Background: an optimization exercise with open tools, aiming at small area. Do not read the settings as production practice.
Function was checked by simulation only, so behaviour that the tests miss may differ from the original.

== run 1 ==
## current_filter
module current_filter (pClk, pRst, pFilterIn, pFilterOut);
  input         pClk;
  input         pRst;
  input  [15:0] pFilterIn;
  output [15:0] pFilterOut;
  reg [15:0] r1;
  reg [15:0] r2;
  reg [15:0] r3;
  reg [15:0] r4;
  reg [15:0] r5;
  reg [15:0] r6;
  reg [15:0] r7;
  reg [15:0] r8;
  reg [15:0] r9;
  reg [15:0] r10;
  reg [15:0] r11;
  reg [15:0] r12;
  reg [15:0] r13;
  reg [15:0] r14;
  reg [15:0] r15;
  reg [15:0] r16;
  reg [15:0] r17;
  reg [15:0] r18;
  reg [15:0] r19;
  reg [15:0] r20;
  reg [15:0] r21;
  reg [15:0] r22;
  reg [15:0] r23;
  wire s1, c2;
  wire s3, c4;
  wire s5, c6;
  wire s7, c8;
  wire s9, c10;
  wire s11, c12;
  wire s13, c14;
  wire s15, c16;
  wire s17, c18;
  wire s19, c20;
  wire s21, c22;
  wire s23, c24;
  wire s25, c26;
  wire s27, c28;
  wire s29, c30;
  wire s31, c32;
  wire s33, c34;
  wire s35, c36;
  wire s37, c38;
  wire s39, c40;
  wire s41, c42;
  wire s43, c44;
  wire s45, c46;
  wire s47, c48;
  wire s49, c50;
  wire s51, c52;
  wire s53, c54;
  wire s55, c56;
  wire s57, c58;
  wire s59, c60;
  wire s61, c62;
  wire s63, c64;
  wire s65, c66;
  wire s67, c68;
  wire s69, c70;
  wire s71, c72;
  wire s73, c74;
  wire s75, c76;
  wire s77, c78;
  ...
Size in the first run: roughly 460 flip-flops, about 34 I/O pins, ~24000 sq um of cells after synthesis.
==> flow/config.mk <==
export PLATFORM = sky130hd
export DESIGN_NAME = current_filter
export DESIGN_NICKNAME = current_filter
export VERILOG_FILES = /design/flow/design.v
export SDC_FILE = /design/flow/constraint.sdc
export NUM_CORES = 4
export LEC_CHECK = 0
export CAP_MARGIN = 20
export CORE_MARGIN = 2
export CORE_UTILIZATION = 80
export CTS_BUF_LIST = sky130_fd_sc_hd__clkbuf_8
export CTS_CLUSTER_DIAMETER = 100
export CTS_CLUSTER_SIZE = 16
export SLEW_MARGIN = 20
export SYNTH_HIERARCHICAL = 1
==> flow/constraint.sdc <==
create_clock -name core_clock -period 7.5 [get_ports {pClk}]
set_input_delay 1.5000 -clock core_clock [delete_from_list [all_inputs] [get_ports {pClk}]]
set_output_delay 1.5000 -clock core_clock [all_outputs]
set_load 0.01 [all_outputs]
run.sh (not shown) runs the stock make flow with config.mk's settings and CLKGATE_MAP_FILE= SYNTH_SCRIPT=/design/flow/synth_recipe.tcl, a recipe that flattens the netlist after the stock synthesis.
Changes in run 2 relative to run 1:
-- flow/config.mk --
<<< run 1, line 11
export CTS_BUF_LIST = sky130_fd_sc_hd__clkbuf_8
export CTS_CLUSTER_DIAMETER = 100
export CTS_CLUSTER_SIZE = 16
>>> run 2, line 11
export CTS_BUF_LIST = sky130_fd_sc_hd__clkbuf_8
export CTS_CLUSTER_DIAMETER = 150
export CTS_CLUSTER_SIZE = 16
### Flow results
- Diff run 2..run 1 | total congestion overflow after global routing | unchanged
- Re worst setup slack: no difference whatsoever between run 1 and run 2.
- Run 2 finished every step from synthesis to the final layout, and the layout passed the timing, DRC and antenna checks.
- Re CTS H-tree depth: no difference whatsoever between run 2 and run 1.
- Diff run 1..run 2 | area used by sequential logic in the layout | negligible
- From run 1 to run 2 the numbers moved as follows: length of routed met2 wiring did not really move, share of the cycle needed by the critical path after routing shows no meaningful change, cell count after placement comparable.
Edits applied to the flow inputs when going from run 2 to run 3:
-- flow/config.mk --
<<< run 2, line 11
export CTS_BUF_LIST = sky130_fd_sc_hd__clkbuf_8
export CTS_CLUSTER_DIAMETER = 150
export CTS_CLUSTER_SIZE = 16
export SLEW_MARGIN = 20
>>> run 3, line 11
export CTS_BUF_LIST = sky130_fd_sc_hd__clkbuf_8
export CTS_CLUSTER_DIAMETER = 60
export CTS_CLUSTER_SIZE = 18
export SLEW_MARGIN = 20
### Flow results
Routed wire length, run 2 and run 3: lower on run 2. Run 3 vs run 2, total global routing track utilization went up by 0.49 points. Comparing met2 track demand over resource for run 2 and run 3, the bigger number came from run 3. Run 3 against run 2: count of max-cap constraint violations held steady, utilization shows an increase of 0.64 points.
Here is what was changed in the inputs of run 4 compared with run 3.
-- flow/config.mk --
<<< run 3, line 11
export CTS_BUF_LIST = sky130_fd_sc_hd__clkbuf_8
export CTS_CLUSTER_DIAMETER = 60
export CTS_CLUSTER_SIZE = 18
export SLEW_MARGIN = 20
>>> run 4, line 11
export CTS_BUF_LIST = sky130_fd_sc_hd__clkbuf_8
export CTS_CLUSTER_DIAMETER = 70
export CTS_CLUSTER_SIZE = 16
export SLEW_MARGIN = 20
## What came out
- First-pass GRT wire length sits lower in run 4 than in run 3.
- There was hardly any difference in ratio of final minimum period to clock period between run 4 and run 3.
- Lower design area was reported by run 4, not run 3.
#### Input delta (run 5 over run 4)
==> flow/flow/run.sh (new file) <==
#!/bin/bash
# The standard layout (the standard.sh, all ORFS steps), with the port buffers that
# ORFS's buffer_ports inserts made of the smallest buffer cell instead of its default choice.
set -euo pipefail
bash standard.sh "BUFFER_PORTS_ARGS=-buffer_cell sky130_fd_sc_hd__buf_1" finish > standard.log 2>&1
==> flow/standard.sh (new file) <==
#!/bin/bash
# synth_recipe.tcl (not shown) runs the flow's synth.tcl, then flattens the netlist and writes it again
# the make line also repeats each setting of config.mk as NAME=value (left out here)
make -C /OpenROAD-flow-scripts/flow DESIGN_CONFIG=/design/flow/config.mk WORK_HOME=/design/flow/orfs CLKGATE_MAP_FILE= SYNTH_SCRIPT=/design/flow/synth_recipe.tcl "${@:-finish}"
-- flow/config.mk --
<<< run 4, line 11
export CTS_BUF_LIST = sky130_fd_sc_hd__clkbuf_8
export CTS_CLUSTER_DIAMETER = 70
export CTS_CLUSTER_SIZE = 16
>>> run 5, line 11
export CTS_BUF_LIST = sky130_fd_sc_hd__clkbuf_8
export CTS_CLUSTER_DIAMETER = 100
export CTS_CLUSTER_SIZE = 16
removed: flow/run.sh
### Flow results
For run 5 and run 4, there was not a single run that failed to finish clean.
Tap cell count: run 5 vs run 4 identical
Of run 5 and run 4, it is run 5 that has the lower via count of the first global-routing pass.
Highest clock frequency the design can meet for run 5 is lower than for run 4.

static timing again, ports no longer ideal:
The flow's constraints put no driver on any port. The routed layouts listed below were extracted and timed again, unchanged, in two steps.
Step 1 (the two cells are an assumption about what drives the block):
set clk [get_ports {pClk}]
set_driving_cell -lib_cell sky130_fd_sc_hd__clkbuf_16 $clk
set_driving_cell -lib_cell sky130_fd_sc_hd__buf_2 [delete_from_list [all_inputs] $clk]
Step 2 also shifts input and output timing later by t, the mid clock arrival at the registers, as if the neighbouring blocks saw the same clock.
Slacks: ideal ports / drivers / drivers and shift; pairs: ideal ports / drivers.
| run | t, ns | setup WS [ns] | latest minus earliest clock arrival (ns) |
|---|---|---|---|
| run 1 | 0.609 | 1.245 / 1.245 / 1.197 | 0.018 / 0.019 |
| run 2 | 0.609 | 1.245 / 1.245 / 1.197 | 0.018 / 0.019 |
| run 3 | 0.618 | 1.240 / 1.240 / 1.193 | 0.025 / 0.024 |
| run 4 | 0.607 | 1.246 / 1.246 / 1.215 | 0.025 / 0.025 |
| run 5 | 0.625 | 1.012 / 1.012 / 1.012 | 0.035 / 0.035 |
After both steps setup and hold are still met in every run listed.
